This design comes from an exercise in tuning for small area on the open sky130 flow, not from production work.
The RTL was checked by simulation tests, not by an equivalence proof against the original design.
The clock port is modelled as an ideal driver; clocking choices that lean on that would not hold on a real chip.
No activity file was given, so power comes from the tool's default toggle rates.

## oak
Design CPWindowAdding, start of the top module:
module CPWindowAdding(
	input SYS_CLK,
	input RST,
	input [27:0] DATA_IN,
	input [6:0] DATA_INDEX_IN,
	input DATA_IN_VALID,
	output reg [27:0] DATA_OUT,
    output reg DATA_OUT_LAST,
	output reg DATA_OUT_VALID 
);
Size: about 4100 cells after synthesis, roughly 3700 flip-flops, roughly 68 I/O pins, ~76000 um2 of cells after synthesis.
export LEC_CHECK = 0
export CAP_MARGIN = 20
export CORE_MARGIN = 2
export CORE_UTILIZATION = 40
export SLEW_MARGIN = 20
create_clock -name core_clock -period 6.5 [get_ports {SYS_CLK}]
run.sh (not shown) runs the stock make flow with config.mk's settings and CLKGATE_MAP_FILE= SYNTH_SCRIPT=/design/flow/synth_recipe.tcl, a recipe that flattens the netlist after the stock synthesis.
The inputs of pine differ from those of oak as listed below.
- PLACE_DENSITY: unset -> 0.85
- CORE_UTILIZATION: 40 -> 75
==> flow/flow/run.sh (new file) <==
#!/bin/bash
# Own flow: the standard layout, with the clock tree built from clkbuf_8
# leaf clusters and no dummy loads, and the ports buffered with buf_1.
set -euo pipefail
export CTS_ARGS="-sink_clustering_enable -repair_clock_nets -dont_use_dummy_load -buf_list sky130_fd_sc_hd__clkbuf_8 -sink_clustering_size 18 -sink_clustering_max_diameter 45"
export BUFFER_PORTS_ARGS="-buffer_cell sky130_fd_sc_hd__buf_1"
bash standard.sh finish > standard_flow.log 2>&1
==> flow/standard.sh (new file) <==
#!/bin/bash
# synth_recipe.tcl (not shown) runs the flow's synth.tcl, then flattens the netlist and writes it again
# the make line also repeats each setting of config.mk as NAME=value (left out here)
make -C /OpenROAD-flow-scripts/flow DESIGN_CONFIG=/design/flow/config.mk WORK_HOME=/design/flow/orfs CLKGATE_MAP_FILE= SYNTH_SCRIPT=/design/flow/synth_recipe.tcl "${@:-finish}"
removed: flow/run.sh
## What came out
Switching power summed over all nets: lower on pine. Number of clock buffer instances in the layout on pine is down relative to oak. Post-route standard cell area excluding fillers: pine < oak. Critical path depth: pine lower than oak. In pine the clock period minus final worst setup slack turned out 0.22 ns lower than in oak. pine: worst hold slack is 0.020 ns lower than what oak reported. Row overall global routing resource usage: pine higher / oak lower.
Changes in birch relative to pine:
- setting CTS_CLUSTER_SIZE to 16 for the first time
- changing CORE_UTILIZATION from 75 to 80
- setting CTS_CLUSTER_DIAMETER to 40 for the first time
- setting CTS_BUF_LIST to sky130_fd_sc_hd__clkbuf_8 for the first time
- changing PLACE_DENSITY from 0.85 to 0.88
==> flow/run.sh (new file) <==
#!/bin/bash
# synth_recipe.tcl (not shown) runs the flow's synth.tcl, then flattens the netlist and writes it again
# the make line also repeats each setting of config.mk as NAME=value (left out here)
make -C /OpenROAD-flow-scripts/flow DESIGN_CONFIG=/design/flow/config.mk WORK_HOME=/design/flow/orfs CLKGATE_MAP_FILE= SYNTH_SCRIPT=/design/flow/synth_recipe.tcl finish
removed: flow/flow/run.sh
removed: flow/standard.sh
==> comparison <==
- As far as synthesized netlist net count goes, birch and pine are indistinguishable; the numbers are identical.
- pine went all the way through synthesis, placement and routing and the layout is clean on timing, DRC and antenna.
- Seen in the log of birch: DPL-0033 during 3_5_place_dp, after which the run never completed.
- Diff pine -> birch: floorplan row count now smaller; number of synthesized flops with an enable pin level; HPWL reported at the end of detailed placement up about 25%; height of the chip decreased by about 3% relative to the old numbers.
- As far as synthesized-area fraction occupied by adder cells goes, pine and birch are indistinguishable; the numbers are identical.
--- input diff birch..maple ---
- CTS_CLUSTER_SIZE: 16 -> unset
- CTS_BUF_LIST: sky130_fd_sc_hd__clkbuf_8 -> unset
- CORE_UTILIZATION: 80 -> 65
- CTS_CLUSTER_DIAMETER: 40 -> unset
- PLACE_DENSITY: 0.88 -> 0.75
==> run summary <==
- The final layout from maple, which completed every stage, passed the timing, DRC and antenna checks at the end of the flow.
- Adder-cell share of the synthesized area came out exactly the same in birch and maple.
- Re number of flops mapped to enable cells by yosys: no difference whatsoever between birch and maple.
- | synthesized netlist cell count | maple vs birch | ≈ equal |
- Number of core rows on maple is up relative to birch.
- Overall die height, maple vs birch: up by more than 10%
- As far as area after synthesis goes, maple and birch are indistinguishable; the numbers are identical.

## exp/indigo
The RTL this note starts from:
==> flow/design.v <==
`timescale 1 ns / 1 ps
`timescale 1 ns / 1 ps
module CPWindowAdding(
	input SYS_CLK,
	input RST,
	input [27:0] DATA_IN,
	input [6:0] DATA_INDEX_IN,
	input DATA_IN_VALID,
	output reg [27:0] DATA_OUT,
    output reg DATA_OUT_LAST,
	output reg DATA_OUT_VALID 
);
reg [128*28-1:0] delay_line;
always @ (posedge SYS_CLK)
    delay_line <= {delay_line[127*28-1:0], DATA_IN};
wire [27:0] delayed_128 = delay_line[128*28-1:127*28];  
wire [27:0] delayed_127 = delay_line[127*28-1:126*28];  
reg read_active;
reg [6:0] read_count;
always @ (posedge SYS_CLK)
    begin
        if (RST)
            read_active <= 1'b0;
        else
            read_active <= (read_active && read_count != 7'd127) || DATA_INDEX_IN == 7'd127;
        read_count <= read_active ? read_count + 1'b1 : 7'd0;
    end
reg [26:0] prev_first_half;
always @ (posedge SYS_CLK)
    begin
        if (RST)
            prev_first_half <= 27'd0;
        else if (DATA_INDEX_IN == 7'd127)
            prev_first_half <= delayed_127[27:1];
    end
wire [27:0] window = {DATA_IN[27], DATA_IN[27:1]} + {prev_first_half[26], prev_first_half};
always @ (posedge SYS_CLK)
    begin
        if (DATA_INDEX_IN == 7'd96)
            DATA_OUT <= window;
        else if (DATA_INDEX_IN > 7'd96)
            DATA_OUT <= DATA_IN;
        else
            DATA_OUT <= delayed_128;
    end
always @ (posedge SYS_CLK)
    begin
        if(RST)
        	begin
                DATA_OUT_LAST <= 1'b0;
        		DATA_OUT_VALID <= 1'b0;
        	end
        else
        	begin
                DATA_OUT_LAST <= read_active && read_count == 7'd127;
        		if (DATA_INDEX_IN >= 7'd96 || read_active)
        		    DATA_OUT_VALID <= 1'b1;
        		else if (~DATA_IN_VALID)
        		    DATA_OUT_VALID <= 1'b0;
        	end
    end
endmodule
==> flow/config.mk <==
export PLATFORM = sky130hd
export DESIGN_NAME = CPWindowAdding
export DESIGN_NICKNAME = CPWindowAdding
export VERILOG_FILES = /design/flow/design.v
export SDC_FILE = /design/flow/constraint.sdc
export NUM_CORES = 4
export LEC_CHECK = 0
export CAP_MARGIN = 20
export CORE_MARGIN = 2
export CORE_UTILIZATION = 75
export PLACE_DENSITY = 0.85
export SLEW_MARGIN = 20
==> flow/constraint.sdc <==
create_clock -name core_clock -period 6.5 [get_ports {SYS_CLK}]
set_input_delay 1.3000 -clock core_clock [delete_from_list [all_inputs] [get_ports {SYS_CLK}]]
set_output_delay 1.3000 -clock core_clock [all_outputs]
set_load 0.01 [all_outputs]
standard.sh (not shown) runs the stock make flow with config.mk's settings and CLKGATE_MAP_FILE= SYNTH_SCRIPT=/design/flow/synth_recipe.tcl, a recipe that flattens the netlist after the stock synthesis.
==> flow/flow/run.sh <==
#!/bin/bash
# Own flow: the standard layout (standard.sh) with a leaner clock tree:
# clkbuf_16 branches, clkbuf_8 leaf buffers over small clusters, no dummy
# loads, and post_cts.tcl upsizing any slow leaf buffer; the ports are
# buffered with buf_1. make's full output goes to standard_flow.log and each
# ORFS step's log to orfs/logs/.
set -euo pipefail
export CTS_ARGS="-sink_clustering_enable -repair_clock_nets -dont_use_dummy_load -root_buf sky130_fd_sc_hd__clkbuf_16 -buf_list sky130_fd_sc_hd__clkbuf_16 -sink_clustering_buffer sky130_fd_sc_hd__clkbuf_8 -sink_clustering_size 20 -sink_clustering_max_diameter 40"
export BUFFER_PORTS_ARGS="-buffer_cell sky130_fd_sc_hd__buf_1"
export POST_CTS_TCL="$(pwd)/flow/post_cts.tcl"
bash standard.sh finish > standard_flow.log 2>&1
==> flow/flow/post_cts.tcl <==
estimate_parasitics -placement
set upsized 0
foreach inst [get_cells -quiet clkbuf_leaf_*] {
  set y [get_pins -of_objects $inst -filter "direction==output"]
  if {[get_property $y slew_max] > 0.100} {
    replace_cell $inst sky130_fd_sc_hd__clkbuf_16
    incr upsized
  }
}
puts "post_cts: upsized $upsized leaf clock buffers"
if {$upsized > 0} {
  detailed_placement
  check_placement -verbose
  estimate_parasitics -placement
}
set worst 0
foreach inst [get_cells -quiet clkbuf_leaf_*] {
  set y [get_pins -of_objects $inst -filter "direction==output"]
  set s [get_property $y slew_max]
  if {$s > $worst} { set worst $s }
}
puts "post_cts: worst leaf clock buffer output slew $worst"
Modified inputs, exp/onyx compared to exp/indigo
# exp/indigo
export LEC_CHECK = 0
export CAP_MARGIN = 20
export CORE_MARGIN = 2
export CORE_UTILIZATION = 75
export PLACE_DENSITY = 0.85
export SLEW_MARGIN = 20
create_clock -name core_clock -period 6.5 [get_ports {SYS_CLK}]
# exp/onyx
export LEC_CHECK = 0
export CAP_MARGIN = 20
export CORE_MARGIN = 2
export CORE_UTILIZATION = 70
export PLACE_DENSITY = 0.8
export SLEW_MARGIN = 20
create_clock -name core_clock -period 6.5 [get_ports {SYS_CLK}]
==> flow/flow/run.sh <==
#!/bin/bash
# Own flow: the standard layout (standard.sh) with a leaner clock tree:
# clkbuf_8 buffers over small clusters of flip-flops, no dummy loads, and
# post_cts.tcl upsizing any leaf buffer whose slew comes out high. The ports
# are buffered with buf_1. make's full output goes to standard_flow.log and
# each ORFS step's log to orfs/logs/.
set -euo pipefail
export CTS_ARGS="-sink_clustering_enable -repair_clock_nets -dont_use_dummy_load -buf_list sky130_fd_sc_hd__clkbuf_8 -sink_clustering_size 14 -sink_clustering_max_diameter 35"
export BUFFER_PORTS_ARGS="-buffer_cell sky130_fd_sc_hd__buf_1"
export POST_CTS_TCL="$(pwd)/flow/post_cts.tcl"
bash standard.sh finish > standard_flow.log 2>&1
==> flow/flow/post_cts.tcl <==
set leaf_slew_limit 0.110
proc slow_leaves {limit} {
  set slow {}
  foreach inst [get_cells -quiet clkbuf_leaf_*] {
    if {[get_property $inst ref_name] ne "sky130_fd_sc_hd__clkbuf_8"} { continue }
    set y [get_pins -of_objects $inst -filter "direction==output"]
    if {[get_property $y slew_max] > $limit} { lappend slow $inst }
  }
  return $slow
}
for {set round 1} {$round <= 3} {incr round} {
  estimate_parasitics -placement
  set slow [slow_leaves $leaf_slew_limit]
  puts "post_cts: round $round, [llength $slow] slow leaf clock buffers"
  if {[llength $slow] == 0} { break }
  foreach inst $slow { replace_cell $inst sky130_fd_sc_hd__clkbuf_16 }
  detailed_placement -incremental
  check_placement -verbose
}
estimate_parasitics -placement
set worst 0
foreach inst [get_cells -quiet clkbuf_leaf_*] {
  set y [get_pins -of_objects $inst -filter "direction==output"]
  set s [get_property $y slew_max]
  if {$s > $worst} { set worst $s }
}
puts "post_cts: worst leaf clock buffer output slew $worst"
## What came out
exp/onyx finished end to end and its layout was clean on timing, DRC and antenna. ~same area overhead of the layout relative to synthesis in exp/indigo and exp/onyx. The first-pass detailed-route iteration total of exp/onyx falls short of that of exp/indigo by 2. The run showing the greater biggest cell delay along the critical path is exp/indigo. When the final numbers for exp/indigo and exp/onyx were put side by side, the number of fillers in the final layout turned out to be smaller in exp/indigo. Looking at maximum ir drop on the vdd rail across both flows, exp/onyx is the stronger of the two, with exp/indigo trailing. When exp/onyx is measured against exp/indigo, its clock network fraction of design power turns out 2.1 points lower. Re number of nets with antenna violations after detailed routing: no difference whatsoever between exp/indigo and exp/onyx. Per the comparison of exp/onyx with exp/indigo, multi-input logic portion of the cell area roughly the same; setup slack +1.67 ns; floorplan die area rose by 7300 sq um. A capturing instance or port of the critical path of DATA_OUT[26]$_DFF_P_ is what exp/onyx shows, while DATA_OUT[24]$_DFF_P_ belongs to exp/indigo. The wire length of the first global-routing pass in exp/onyx sits 49000 microns below the value recorded for exp/indigo.
Input changes introduced in exp/maple (baseline for comparison: exp/onyx):
# exp/onyx
export LEC_CHECK = 0
export CAP_MARGIN = 20
export CORE_MARGIN = 2
export CORE_UTILIZATION = 70
export PLACE_DENSITY = 0.8
export SLEW_MARGIN = 20
create_clock -name core_clock -period 6.5 [get_ports {SYS_CLK}]
# exp/maple
export LEC_CHECK = 0
export CAP_MARGIN = 20
export CORE_MARGIN = 2
export CORE_UTILIZATION = 62
export PLACE_DENSITY = 0.72
export SLEW_MARGIN = 20
create_clock -name core_clock -period 6.5 [get_ports {SYS_CLK}]
--- a/flow/flow/run.sh
+++ b/flow/flow/run.sh
@@ -8 +8 @@
-export CTS_ARGS="-sink_clustering_enable -repair_clock_nets -dont_use_dummy_load -buf_list sky130_fd_sc_hd__clkbuf_8 -sink_clustering_size 14 -sink_clustering_max_diameter 35"
+export CTS_ARGS="-sink_clustering_enable -repair_clock_nets -dont_use_dummy_load -buf_list sky130_fd_sc_hd__clkbuf_8 -sink_clustering_size 17 -sink_clustering_max_diameter 40"
--- outcome ---
- The final routed DRC violation total was comparable across exp/onyx and exp/maple.
- Final critical-path required period: exp/onyx and exp/maple compared, lower one is exp/onyx
- [compare] base=exp/onyx new=exp/maple: total die area now larger, static leakage moved down, wire length -19%, final worst slack saw a decrease.
- | detailed placer's ending HPWL | exp/maple vs exp/onyx | better |

RTL: the design.v shown in full above, as it stands there.
clock: 6.5 ns
lec_check: 0
cap_margin: 20
core_margin: 2
core_utilization: 72
place_density: 0.82
slew_margin: 20
==> flow/flow/run.sh <==
#!/bin/bash
# Own flow: the standard layout (standard.sh) with a leaner clock tree:
# clkbuf_8 buffers over clusters of at most 18 flip-flops, no dummy loads,
# and rebalance.tcl moving flip-flops off any leaf buffer whose clock slew
# comes out high. The ports are buffered with buf_1. make's full output goes
# to standard_flow.log and each ORFS step's log to orfs/logs/.
set -euo pipefail
export CTS_ARGS="-sink_clustering_enable -repair_clock_nets -dont_use_dummy_load -buf_list sky130_fd_sc_hd__clkbuf_8 -sink_clustering_size 18 -sink_clustering_max_diameter 45"
export BUFFER_PORTS_ARGS="-buffer_cell sky130_fd_sc_hd__buf_1"
export POST_CTS_TCL="$(pwd)/flow/rebalance.tcl"
bash standard.sh finish > standard_flow.log 2>&1
==> flow/flow/rebalance.tcl <==
set leaf_slew_limit 0.106
set leaf_slew_target 0.098
set max_reach 40000 ;# dbu: how far a flip-flop may be from its new buffer

set ::block [ord::get_db_block]

proc leaf_info {} {
  # name -> {slew x y} for every leaf clock buffer
  set info [dict create]
  foreach inst [get_cells -quiet clkbuf_leaf_*] {
    set name [get_full_name $inst]
    set worst 0
    set y [get_pins -of_objects $inst -filter "direction==output"]
    foreach pin [get_pins -quiet -of_objects [get_nets -of_objects $y] -filter "direction==input"] {
      set s [get_property $pin slew_max]
      if {$s > $worst} { set worst $s }
    }
    set dbi [$::block findInst $name]
    set loc [$dbi getLocation]
    dict set info $name [list $worst [lindex $loc 0] [lindex $loc 1]]
  }
  return $info
}

proc leaf_net {name} {
  return [[$::block findInst $name] findITerm X]
}

set moved 0
for {set round 1} {$round <= 60} {incr round} {
  estimate_parasitics -placement
  set info [leaf_info]
  set slow {}
  dict for {name v} $info {
    if {[lindex $v 0] > $leaf_slew_limit} { lappend slow $name }
  }
  if {$round == 1 || [llength $slow] == 0} {
    puts "rebalance: round $round, [llength $slow] leaf buffers over $leaf_slew_limit ns"
  }
  if {[llength $slow] == 0} { break }
  set taken {}
  foreach name $slow {
    lassign [dict get $info $name] s bx by
    set net [[leaf_net $name] getNet]
    # the farthest flip-flop clock pin on this leaf
    set far ""
    set fard -1
    foreach it [$net getITerms] {
      if {[$it isOutputSignal]} { continue }
      set loc [[$it getInst] getLocation]
      set d [expr {abs([lindex $loc 0]-$bx) + abs([lindex $loc 1]-$by)}]
      if {$d > $fard} { set fard $d; set far $it; set fx [lindex $loc 0]; set fy [lindex $loc 1] }
    }
    if {$far eq ""} { continue }
    # the nearest leaf buffer with slew to spare
    set best ""
    set bestd $max_reach
    dict for {other v} $info {
      if {$other eq $name || [lsearch -exact $taken $other] >= 0} { continue }
      if {[lindex $v 0] > $leaf_slew_target} { continue }
      set d [expr {abs([lindex $v 1]-$fx) + abs([lindex $v 2]-$fy)}]
      if {$d < $bestd} { set bestd $d; set best $other }
    }
    if {$best eq ""} { continue }
    lappend taken $best
    set to [[leaf_net $best] getNet]
    $far disconnect
    $far connect $to
    incr moved
  }
}
estimate_parasitics -placement
set worst 0
dict for {name v} [leaf_info] { if {[lindex $v 0] > $worst} { set worst [lindex $v 0] } }
puts "rebalance: moved $moved flip-flop clock pins; worst leaf sink slew now $worst ns"
Next try:
--- a/flow/flow/rebalance.tcl
+++ b/flow/flow/rebalance.tcl
@@ -4,3 +4,3 @@
 
-set ::block [ord::get_db_block]
+set block [ord::get_db_block]
 
Effect:
- This time the run never finished: it broke off in clock tree synthesis
- synthesized cell count stays the same
- synthesized area is unchanged
Next try:
--- a/flow/flow/run.sh
+++ b/flow/flow/run.sh
@@ -7,3 +7,3 @@
 set -euo pipefail
-export CTS_ARGS="-sink_clustering_enable -repair_clock_nets -dont_use_dummy_load -buf_list sky130_fd_sc_hd__clkbuf_8 -sink_clustering_size 18 -sink_clustering_max_diameter 45"
+export CTS_ARGS="-sink_clustering_enable -repair_clock_nets -dont_use_dummy_load -buf_list sky130_fd_sc_hd__clkbuf_8 -sink_clustering_size 18 -sink_clustering_max_diameter 50"
 export BUFFER_PORTS_ARGS="-buffer_cell sky130_fd_sc_hd__buf_1"
--- a/flow/flow/rebalance.tcl
+++ b/flow/flow/rebalance.tcl
@@ -1,6 +1,6 @@
 set leaf_slew_limit 0.106
-set leaf_slew_target 0.098
-set max_reach 40000 ;# dbu: how far a flip-flop may be from its new buffer
+set leaf_slew_target 0.100
+set max_reach 50000 ;# dbu: how far a flip-flop may be from its new buffer
 
-set block [ord::get_db_block]
+set ::block [ord::get_db_block]
 
CORE_UTILIZATION = 70   (was 72)
PLACE_DENSITY = 0.65   (was 0.82)
The changed run ran to the end with no violations.
Area after synthesis stays the same.
Synthesized cell count is unchanged.

-- afterwards: timing with drivers on the ports --
In the flow no input, the clock included, has a driving cell. The finished layouts below were timed again as built, in two steps. Step 1: set_driving_cell puts a clkbuf_16 on SYS_CLK and a buf_2 on each other input, an assumption about the parent block. Step 2, shift: input delay + t, output delay - t, t = (earliest + latest rising clock arrival at the registers) / 2. This alone moves slack from input paths to output paths. Three values: no drivers, after step 1, after step 2; two values: the first two.
run	t, ns	slack for setup (ns)	worst setup path at the end
oak	0.961	2.906 / 2.959 / 1.998	input to register
pine	0.942	3.131 / 3.100 / 2.159	input to register
maple	0.925	2.965 / 2.876 / 1.951	input to register
exp/indigo	0.863	1.709 / 1.758 / 0.896	input to register
exp/onyx	1.012	3.379 / 3.271 / 2.259	input to register
exp/maple	0.994	3.077 / 3.117 / 2.123	input to register
the first run of note 3	0.914	2.937 / 2.977 / 2.063	input to register
the third run of note 3	0.909	3.147 / 3.172 / 2.263	input to register
After both steps every run listed still meets setup and hold. For exp/onyx, which loses most, drivers alone change the setup slack by -0.108 ns; drivers and shift together by -1.120 ns.
